This design comes from an exercise in tuning for small area, a short achievable clock period and few clock cycles per item on the open sky130 flow, not from production work. Where RTL was checked, it was by simulation tests only, not by an equivalence proof against the original. Only the layout flow was run in run 1; the RTL was not checked for function there.

==> flow/design.v, too long to show whole: its modules and the start of the top module <==
// module geofence: 4155 lines
module geofence (clk, reset, X, Y, R, valid, is_inside);
  // ...
==> flow/run.sh <==
#!/bin/bash
# synth_recipe.tcl (not shown) runs the flow's synth.tcl, then flattens the netlist and writes it again
# the make line also repeats each setting of config.mk as NAME=value (left out here)
make -C /OpenROAD-flow-scripts/flow DESIGN_CONFIG=/design/flow/config.mk WORK_HOME=/design/flow/orfs CLKGATE_MAP_FILE= SYNTH_SCRIPT=/design/flow/synth_recipe.tcl finish
==> flow/config.mk <==
export PLATFORM = sky130hd
export DESIGN_NAME = geofence
export DESIGN_NICKNAME = geofence
export VERILOG_FILES = /design/flow/design.v
export SDC_FILE = /design/flow/constraint.sdc
export NUM_CORES = 4
export LEC_CHECK = 0
export ABC_AREA = 1
export CAP_MARGIN = 20
export CORE_MARGIN = 2
export CORE_UTILIZATION = 70
export SLEW_MARGIN = 20
==> flow/constraint.sdc <==
create_clock -name core_clock -period 32.0 [get_ports {clk}]
set_input_delay 6.4000 -clock core_clock [delete_from_list [all_inputs] [get_ports {clk}]]
set_output_delay 6.4000 -clock core_clock [all_outputs]
set_load 0.01 [all_outputs]
==> flow_results.org, run 1 <==
** Clock network
- # clock sinks :: 586
- Number of buffers added to fix hold violations after cts :: 0
- Maximum clock insertion buffer count :: 3
- In this run the clock root is driven by a clkbuf_16.
- Clock-pin slew was measured on the worst setup and hold paths at roughly 0.060 ns.

** Final layout
- Largest registers :: sr: 60 flops, sx: 60 flops, sy: 60 flops
- Share of the core filled with cells in the final layout :: 76.2%
- In the final design, more cell area goes to multi-input gates than to any other class.
- In the final layout, multi-input gates take up 57.0% of the cell area.
- Non-filler cells, final :: 6538
- The net count of the finished layout is 6614.
- Area overhead of the layout relative to synthesis :: 7.39%
- Ant diodes :: 0
- Count of flip-flops and latches :: 586

** Synthesis
- Fraction of the mapped netlist area in simple logic gates :: 14.1%
- Synth top area cells :: fa_1 20%, dfxtp_1 15%, ha_1 14%
- The top cell type by area accounts for around a fifth of the synthesized area.
- Number of flops mapped to enable cells by yosys :: 220
- Post-synthesis compound-gate area fraction :: 8.64%
- By count the netlist is led by 1170 x inv_1, 1077 x nand2_1, 547 x ha_1.

** Global route
- For this run, global-route usage on met3 was measured as 4.13%.
- Initial antenna violation count :: 0
- Global routing used 42.0% of the available met1 tracks.

** Detailed routing
- The detailed router finished its first iteration with 2708 violations.
- In the final routed layout, each cell accounts on average for 16.9 µm.
- After detailed routing, the total wire length is 111 mm.
- The highest layer touched by signal routing is met4.
- The count of nets left with antenna violations once routing finished came out at 0.
- The routed layout has approximately 36000 vias.

** Die
- Floorplan row count :: 96

** Timing
- Final count of pins violating max slew :: 0
- Setup violations remaining at the end of the flow were counted as 0.
- Slew at the pin closest to its max-slew limit :: 0.944 ns

** Outcome
- The flow ran to the end and the layout has no timing, DRC or antenna violations.

** Run
- Max-cap viol count :: 0

** Critical path
- WP data required :: about 33 ns

** Worst hold path
- The path class of the tightest hold or removal check is reg2reg.
- Min-delay src :: q5_b[2]
==> inputs of run 2 (changes only) <==
--- a/flow/design.v
+++ b/flow/design.v
@@ -1649,17 +1649,94 @@
 wire e_d2_207 = e_d2_128 ^ e_d2_171 ^ e_d2_170;
 wire e_d2_208 = (e_d2_128 & e_d2_171) | (e_d2_128 & e_d2_170) | (e_d2_171 & e_d2_170);
 wire e_d2_209 = e_d2_132 ^ e_d2_173 ^ e_d2_172;
 wire e_d2_210 = (e_d2_132 & e_d2_173) | (e_d2_132 & e_d2_172) | (e_d2_173 & e_d2_172);
 wire e_d2_211 = e_d2_136 ^ e_d2_175 ^ e_d2_174;
 wire e_d2_212 = (e_d2_136 & e_d2_175) | (e_d2_136 & e_d2_174) | (e_d2_175 & e_d2_174);
 wire e_d2_213 = e_d2_140 ^ e_d2_177 ^ e_d2_176;
 wire e_d2_214 = (e_d2_140 & e_d2_177) | (e_d2_140 & e_d2_176) | (e_d2_177 & e_d2_176);
-wire [17:0] e_d2 = ({e_d2_212, e_d2_210, e_d2_208, e_d2_206, e_d2_204, e_d2_202, e_d2_200, e_d2_198, e_d2_196, e_d2_194, e_d2_192, e_d2_190, e_d2_188, e_d2_186, e_d2_184, e_d2_182, e_d2_180, e_d2_179} + {e_d2_213, e_d2_211, e_d2_209, e_d2_207, e_d2_205, e_d2_203, e_d2_201, e_d2_199, e_d2_197, e_d2_195, e_d2_193, e_d2_191, e_d2_189, e_d2_187, e_d2_185, e_d2_183, e_d2_181, e_d2_145});
+wire e_d2_215bk_g0 = e_d2_179 & e_d2_145;
+wire e_d2_215bk_p0 = e_d2_179 ^ e_d2_145;
+wire e_d2_215bk_g1 = e_d2_180 & e_d2_181;
+wire e_d2_215bk_p1 = e_d2_180 ^ e_d2_181;
+wire e_d2_215bk_g2 = e_d2_182 & e_d2_183;
+wire e_d2_215bk_p2 = e_d2_182 ^ e_d2_183;
+wire e_d2_215bk_g3 = e_d2_184 & e_d2_185;
+wire e_d2_215bk_p3 = e_d2_184 ^ e_d2_185;
+wire e_d2_215bk_g4 = e_d2_186 & e_d2_187;
+wire e_d2_215bk_p4 = e_d2_186 ^ e_d2_187;
+wire e_d2_215bk_g5 = e_d2_188 & e_d2_189;
+wire e_d2_215bk_p5 = e_d2_188 ^ e_d2_189;
+wire e_d2_215bk_g6 = e_d2_190 & e_d2_191;
+wire e_d2_215bk_p6 = e_d2_190 ^ e_d2_191;
+wire e_d2_215bk_g7 = e_d2_192 & e_d2_193;
+wire e_d2_215bk_p7 = e_d2_192 ^ e_d2_193;
+wire e_d2_215bk_g8 = e_d2_194 & e_d2_195;
+wire e_d2_215bk_p8 = e_d2_194 ^ e_d2_195;
+wire e_d2_215bk_g9 = e_d2_196 & e_d2_197;
+wire e_d2_215bk_p9 = e_d2_196 ^ e_d2_197;
+wire e_d2_215bk_g10 = e_d2_198 & e_d2_199;
+wire e_d2_215bk_p10 = e_d2_198 ^ e_d2_199;
+wire e_d2_215bk_g11 = e_d2_200 & e_d2_201;
+wire e_d2_215bk_p11 = e_d2_200 ^ e_d2_201;
+wire e_d2_215bk_g12 = e_d2_202 & e_d2_203;
+wire e_d2_215bk_p12 = e_d2_202 ^ e_d2_203;
+wire e_d2_215bk_g13 = e_d2_204 & e_d2_205;
+wire e_d2_215bk_p13 = e_d2_204 ^ e_d2_205;
+wire e_d2_215bk_g14 = e_d2_206 & e_d2_207;
+wire e_d2_215bk_p14 = e_d2_206 ^ e_d2_207;
+wire e_d2_215bk_g15 = e_d2_208 & e_d2_209;
+wire e_d2_215bk_p15 = e_d2_208 ^ e_d2_209;
+wire e_d2_215bk_g16 = e_d2_210 & e_d2_211;
+wire e_d2_215bk_p16 = e_d2_210 ^ e_d2_211;
+wire e_d2_215bk_g17 = e_d2_212 & e_d2_213;
+wire e_d2_215bk_p17 = e_d2_212 ^ e_d2_213;
+wire e_d2_215bk_G1 = e_d2_215bk_g1 | (e_d2_215bk_p1 & e_d2_215bk_g0);
+wire e_d2_215bk_G2 = e_d2_215bk_g3 | (e_d2_215bk_p3 & e_d2_215bk_g2);
+wire e_d2_215bk_P2 = e_d2_215bk_p3 & e_d2_215bk_p2;
+wire e_d2_215bk_G3 = e_d2_215bk_g5 | (e_d2_215bk_p5 & e_d2_215bk_g4);
+wire e_d2_215bk_P3 = e_d2_215bk_p5 & e_d2_215bk_p4;
+wire e_d2_215bk_G4 = e_d2_215bk_g7 | (e_d2_215bk_p7 & e_d2_215bk_g6);
+wire e_d2_215bk_P4 = e_d2_215bk_p7 & e_d2_215bk_p6;
+wire e_d2_215bk_G5 = e_d2_215bk_g9 | (e_d2_215bk_p9 & e_d2_215bk_g8);
+wire e_d2_215bk_P5 = e_d2_215bk_p9 & e_d2_215bk_p8;
+wire e_d2_215bk_G6 = e_d2_215bk_g11 | (e_d2_215bk_p11 & e_d2_215bk_g10);
+wire e_d2_215bk_P6 = e_d2_215bk_p11 & e_d2_215bk_p10;
+wire e_d2_215bk_G7 = e_d2_215bk_g13 | (e_d2_215bk_p13 & e_d2_215bk_g12);
+wire e_d2_215bk_P7 = e_d2_215bk_p13 & e_d2_215bk_p12;
+wire e_d2_215bk_G8 = e_d2_215bk_g15 | (e_d2_215bk_p15 & e_d2_215bk_g14);
+wire e_d2_215bk_P8 = e_d2_215bk_p15 & e_d2_215bk_p14;
+wire e_d2_215bk_G9 = e_d2_215bk_g17 | (e_d2_215bk_p17 & e_d2_215bk_g16);
+wire e_d2_215bk_P9 = e_d2_215bk_p17 & e_d2_215bk_p16;
+wire e_d2_215bk_G10 = e_d2_215bk_G2 | (e_d2_215bk_P2 & e_d2_215bk_G1);
+wire e_d2_215bk_G11 = e_d2_215bk_G4 | (e_d2_215bk_P4 & e_d2_215bk_G3);
+wire e_d2_215bk_P11 = e_d2_215bk_P4 & e_d2_215bk_P3;
+wire e_d2_215bk_G12 = e_d2_215bk_G6 | (e_d2_215bk_P6 & e_d2_215bk_G5);
+wire e_d2_215bk_P12 = e_d2_215bk_P6 & e_d2_215bk_P5;
+wire e_d2_215bk_G13 = e_d2_215bk_G8 | (e_d2_215bk_P8 & e_d2_215bk_G7);
+wire e_d2_215bk_P13 = e_d2_215bk_P8 & e_d2_215bk_P7;
+wire e_d2_215bk_G14 = e_d2_215bk_G11 | (e_d2_215bk_P11 & e_d2_215bk_G10);
+wire e_d2_215bk_G15 = e_d2_215bk_G13 | (e_d2_215bk_P13 & e_d2_215bk_G12);
+wire e_d2_215bk_P15 = e_d2_215bk_P13 & e_d2_215bk_P12;
+wire e_d2_215bk_G16 = e_d2_215bk_G15 | (e_d2_215bk_P15 & e_d2_215bk_G14);
+wire e_d2_215bk_G17 = e_d2_215bk_G12 | (e_d2_215bk_P12 & e_d2_215bk_G14);
+wire e_d2_215bk_G18 = e_d2_215bk_G3 | (e_d2_215bk_P3 & e_d2_215bk_G10);
+wire e_d2_215bk_G19 = e_d2_215bk_G5 | (e_d2_215bk_P5 & e_d2_215bk_G14);
+wire e_d2_215bk_G20 = e_d2_215bk_G7 | (e_d2_215bk_P7 & e_d2_215bk_G17);
+wire e_d2_215bk_G21 = e_d2_215bk_G9 | (e_d2_215bk_P9 & e_d2_215bk_G16);
+wire e_d2_215bk_G22 = e_d2_215bk_g2 | (e_d2_215bk_p2 & e_d2_215bk_G1);
+wire e_d2_215bk_G23 = e_d2_215bk_g4 | (e_d2_215bk_p4 & e_d2_215bk_G10);
+wire e_d2_215bk_G24 = e_d2_215bk_g6 | (e_d2_215bk_p6 & e_d2_215bk_G18);
+wire e_d2_215bk_G25 = e_d2_215bk_g8 | (e_d2_215bk_p8 & e_d2_215bk_G14);
+wire e_d2_215bk_G26 = e_d2_215bk_g10 | (e_d2_215bk_p10 & e_d2_215bk_G19);
+wire e_d2_215bk_G27 = e_d2_215bk_g12 | (e_d2_215bk_p12 & e_d2_215bk_G17);
+wire e_d2_215bk_G28 = e_d2_215bk_g14 | (e_d2_215bk_p14 & e_d2_215bk_G20);
+wire e_d2_215bk_G29 = e_d2_215bk_g16 | (e_d2_215bk_p16 & e_d2_215bk_G16);
+wire [17:0] e_d2 = {(e_d2_215bk_p17 ^ e_d2_215bk_G29), (e_d2_215bk_p16 ^ e_d2_215bk_G16), (e_d2_215bk_p15 ^ e_d2_215bk_G28), (e_d2_215bk_p14 ^ e_d2_215bk_G20), (e_d2_215bk_p13 ^ e_d2_215bk_G27), (e_d2_215bk_p12 ^ e_d2_215bk_G17), (e_d2_215bk_p11 ^ e_d2_215bk_G26), (e_d2_215bk_p10 ^ e_d2_215bk_G19), (e_d2_215bk_p9 ^ e_d2_215bk_G25), (e_d2_215bk_p8 ^ e_d2_215bk_G14), (e_d2_215bk_p7 ^ e_d2_215bk_G24), (e_d2_215bk_p6 ^ e_d2_215bk_G18), (e_d2_215bk_p5 ^ e_d2_215bk_G23), (e_d2_215bk_p4 ^ e_d2_215bk_G10), (e_d2_215bk_p3 ^ e_d2_215bk_G22), (e_d2_215bk_p2 ^ e_d2_215bk_G1), (e_d2_215bk_p1 ^ e_d2_215bk_g0), e_d2_215bk_p0};
 reg [17:0] q1_d2;
 always @(posedge clk) q1_d2 <= {e_d2[17], e_d2[16], e_d2[15], e_d2[14], e_d2[13], e_d2[12], e_d2[11], e_d2[10], e_d2[9], e_d2[8], e_d2[7], e_d2[6], e_d2[5], e_d2[4], e_d2[3], e_d2[2], e_d2[1], e_d2[0]};
 wire sa5_g0 = q1_d2[16] & 1'b0;
 wire sa5_p0 = q1_d2[16] ^ 1'b0;
 wire sa5_g1 = q1_d2[17] & 1'b1;
 wire sa5_p1 = q1_d2[17] ^ 1'b1;
 wire sa5_g0c = sa5_g0 | (sa5_p0 & 1'b1);
 wire sa5_G1 = sa5_g1 | (sa5_p1 & sa5_g0c);
==> flow/config.mk (replaced) <==
export PLATFORM = sky130hd
export DESIGN_NAME = geofence
export DESIGN_NICKNAME = geofence
export VERILOG_FILES = /design/flow/design.v
export SDC_FILE = /design/flow/constraint.sdc
export NUM_CORES = 4
export LEC_CHECK = 0
export ABC_AREA = 1
export CAP_MARGIN = 20
export CORE_MARGIN = 2
export CORE_UTILIZATION = 60
export SLEW_MARGIN = 20
==> flow_results.org, run 2 <==
** Timing
- The final period utilization was 27.9% (was 28.2%).
- Min cycle time layout :: 8.94 ns (was 9.02 ns)
- The clock skew after layout came to 0.0467 ns (was 0.0314 ns).
- The final sum of negative setup slack is 0 ns (unchanged).
- Slew at the pin closest to its max-slew limit :: 0.895 ns (was 0.944 ns)
- The max-slew violation count came to 0 (unchanged).
- The remaining max-slew budget at the tightest pin was 40.1% (was 36.9%).
- Endpoints failing hold :: 0 (unchanged)
- The final-report setup violation count came to 0 (unchanged).
- The worst-case setup margin in the final layout was 23.06 ns (was 22.98 ns).
- Unrepaired setup endpoints after global routing :: false (unchanged)
- The worst hold margin came to 0.316 ns (was 0.323 ns).
- The maximum operating frequency was 0.112 GHz (was 0.111 GHz).

** Die
- # IOs :: 35 (unchanged)
- The starting density of the core was 60.7% (was 71.0%).
- The area of the core region came to 80500 µm² (was 68800 µm²).
- Floorplan row count :: 104 (was 96)
- Chip height :: 289 µm (was 268 µm)
- Area of the die :: 83700 µm² (was 71900 µm²)
- Width of the die :: 289 µm (was 268 µm)

** Final layout
- Most used cells in the layout excluding fill and tap cells: 1147 x inv_1, 1067 x nand2_1, 545 x ha_1, 490 x fa_1, 359 x dfxtp_1 (was 1170 x inv_1, 1073 x nand2_1, 547 x ha_1, 482 x fa_1, 359 x dfxtp_1).
- Largest registers :: sr: 60 flops, sx: 60 flops, sy: 60 flops (unchanged)
- The post-layout net count came to 6602 (was 6614).
- Commonest non-fill, non-tap cell in the layout :: inv_1 (unchanged)
- The share of final-layout standard cells stronger than drive strength 1 came to 5.45% (was 4.98%).
- The total of fill cells in the finished design is 6789 (was 4986).
- Non-filler cells, final :: 6654 (was 6538)
- The area growth from synthesis to final layout came to 7.82% (was 7.39%).

** Critical path
- FF-to-FF Start :: sy[0][2] (was sy[0][0])
- Crit-path most repeated cell :: inv_1
- The critical-path cell with the highest stage delay was fa_1 (unchanged).
- Largest fanout on the critical path :: 6 (was 7)
- Worst Setup End Kind :: flop (unchanged)
- The origin of the worst setup path is sy[0][2] (was sy[0][0]).
- The delay contributed by the slowest stage of the critical path came to 0.64 ns (was 0.51 ns).
- The buffers plus inverters on the worst setup path was 8 (was 6).
- Nature of the critical path startpoint :: flop (unchanged)
- The signal arrival time at the worst endpoint came to 9.51 ns (was 9.59 ns).
- Critical path's top delay family :: adder cells (unchanged)
- Type of the setup path with the least slack :: reg2reg (unchanged)
- The critical path required time is 32.58 ns (was 32.57 ns).

** Detailed routing
- The remaining routing DRC violations came to 0 (unchanged).
- The remaining antenna violation count after routing came to 0 (unchanged).
- The total wirelength of the detailed-routed design came to 112 mm (was 111 mm).
- Number of vias in the routed layout :: 35100 (was 36000)
- Drt wl/cell :: 16.9 µm (about the same)
- Detailed Routing Iterations Pass 1 :: 6 (was 5)
- The initial detailed-routing violation count came to 2309 (was 2708).
- The mean number of vias per cell is 5.27 (was 5.50).

** Global route
- The number of antenna violations at the first check in global routing is 3 (was 0).
- Grt total ovfl :: 0 (unchanged)
- The wire length of the first global-routing pass was 183 mm (was 182 mm).
- Via count of the first global-routing pass :: 34900 (was 36000)
- Total routing resource utilization after global routing :: 27.9% (was 31.9%)
- The pin count of the biggest net entering global routing came to 78 (was 95).

** Synthesis
- The average footprint of a synthesized cell was 8.81 µm² (was 8.76 µm²).
- Synth Area in Adders :: 34.0% (was 33.8%)
- Number of cells produced by synthesis :: 5547 (was 5575)
- Proportion of register bits with asynchronous set or reset after synthesis :: 1.02% (unchanged)
- Mapped cell area :: 48900 µm² (was 48800 µm²)
- Post-synthesis compound-gate area fraction :: 8.46% (was 8.64%)
- The post-synthesis share of cell area spent on and, or, nand and nor gates is 14.3% (was 14.1%).
- Synth Net Count :: 6615 (was 6637)
- The flip-flop and latch count after synthesis came to 586 (unchanged).
- Dominant register cell in the synthesized netlist :: dfxtp_1 (unchanged)
- Mux contribution to synthesized area :: 0.469% (was 0.489%)
- Commonest cells post-synth :: 1148 x inv_1, 1069 x nand2_1, 545 x ha_1 (was 1170 x inv_1, 1077 x nand2_1, 547 x ha_1)
- The post-synthesis cell type count is 70 (was 66).
- The library cell with the largest summed area after synthesis is fa_1 (unchanged).
- Most instantiated library cell after synthesis :: inv_1 (unchanged)
- The largest family of logic cells by synthesized area is adder cells (unchanged).
- The fraction of synthesized cell area taken by the top area cell type was 20.1% (was 19.8%).
- Synth top area cells: fa_1 20%, dfxtp_1 15%, ha_1 14% (unchanged).
- The number of enable-type register cells in the synthesized netlist was 220 (unchanged).
- Sequential share of the synthesized area :: 28.6% (about the same)
- Total of warnings raised by yosys :: 5 (unchanged)
- Xor and xnor fraction of the mapped netlist area :: 3.90% (was 4.15%)

** Clock network
- The TritonCTS buffer count came to 70 (was 67).
- The clock-pin slew on the worst setup and hold paths came to 0.06 ns (about the same).
- The number of levels the H-tree was split into came to 3 (unchanged).
- Setup Fix Bufs, Post-CTS :: 0 (unchanged)
- Number of buffers added to fix hold violations after cts :: 0 (unchanged)
- Maximum clock insertion buffer count :: 3 (unchanged)
- The number of sinks handled by clock tree synthesis came to 586 (unchanged).
- The number of gates given a new drive strength after cts was 0 (unchanged).
- The clock tree root buffer cell is clkbuf_16 (unchanged).
- The clock latency of the later-clocked register in the worst-skew pair was 0.65 ns (was 0.63 ns).
- The CTS tree is done (unchanged).

** Outcome
- Status :: finished clean (unchanged)

** Placed design
- Post-placement cell count :: 6522 (was 6414)
- The number of buffers added on ports was 33 (unchanged).
- GP Congestion :: 0.918 (was 0.950)
- Post-placement setup slack :: 23.10 ns (was 23.08 ns)
- Estimated wirelength of the detail-placed design :: 88.3 mm (was 85.1 mm)

** Run
- The count of max-cap constraint violations came to 0 (unchanged).

** Worst hold path
- The start point of the worst min-delay path is py[2] (was q5_b[2]).
- Class of the most critical hold timing path :: reg2reg (unchanged)
run 2: area by class of cell:
class                           count  area [µm²]  share of cell area [%]
Antenna cell                        2        5.00                 0.00950
Clock buffer                       83        1890                    3.59
Clock inverter                     47         612                    1.16
Inverter                         1176        4420                    8.40
Multi-Input combinational cell   3642       29900                    56.8
Sequential cell                   586       14000                    26.5
Tap cell                         1060        1330                    2.52
Timing Repair Buffer               58         538                    1.02
run 2: worst paths after layout:
check	to	slack (ns)	depth (start not counted)
worst max-delay path	vs[22]	23.06	35
worst min-delay path	ny[2]	0.32	0
worst max register to register	vs[22]	23.06	35
worst min register to register	ny[2]	0.32	0
max in group asynchronous	c[1]	25.81	2
min in group asynchronous	c[4]	6.00	2
run 2: per-stage QoR:
stage | util [%] | cell area [µm²]
after floorplan | - | 48900
final | 65.4 | 52700
after global placement | 62.2 | 50100
after CTS | 65.4 | 52700
after global routing | 65.4 | 52700
after detailed placement | 62.3 | 50200
run 2: worst reg2reg max path, delay by kind of cell, from the launching register on:
| kind | cells | cell delay (ns) |
|---|---|---|
| flip-flops | 1 | 0.48 |
| AO/OA/AOI/OAI | 8 | 1.94 |
| buffers and inverters | 8 | 0.80 |
| adder cells (fa/ha/maj) | 9 | 4.23 |
| AND/OR/NAND/NOR | 10 | 1.38 |
run 2: logic make-up (layout without fill, tap and decap cells):
family                     after synthesis  after routing
AOI/OAI and AO/OA                      731            731
xor gates and xnor gates               216            216
adders and majority gates             1035           1035
buffers and inverters                 1319           1364
DFF                                    586            586
muxes                                   21             21
other                                    0              2
and+or+nand+nor                       1639           1639
run 2: metal layers:
| metal | routed length, µm | global-route usage, % | up-vias |
|---|---|---|---|
| met3 | 7500 | 4.61 | 161 |
| met1 | 51400 | 40.0 | 16700 |
| met5 | 0 | 0 | - |
| met2 | 50700 | 44.1 | 902 |
| met4 | 2800 | 7.04 | 0 |
| li1 | - | - | 17300 |
Testbench counts of run 2, summed over its fixed seeds: cycles 8,448, objects 384.

-- what the ideal ports hide --
Ports are ideal in the flow. The routed layouts listed here were re-timed in OpenROAD. Step 1 assumes that a clkbuf_16 drives the clock port and a buf_2 every other input. Step 2, shift: input delay + t, output delay - t, t = (earliest + latest rising clock arrival at the registers) / 2. This alone moves slack from input paths to output paths. a / b / c = ideal ports / drivers / drivers and shift; a / b = the first two.
| run | t (ns) | setup slack, ns | hold slack, ns | worst register clock-pin slew, ns | pins driven straight from the clock port |
|---|---|---|---|---|---|
| run 1 | 0.686 | 22.979 / 22.979 / 22.979 | 0.323 / 0.323 / 0.323 | 0.07 / 0.07 | 1 |
| run 2 | 0.693 | 23.063 / 23.063 / 23.063 | 0.316 / 0.316 / 0.316 | 0.07 / 0.07 | 1 |
After both steps setup and hold are still met in every run listed.
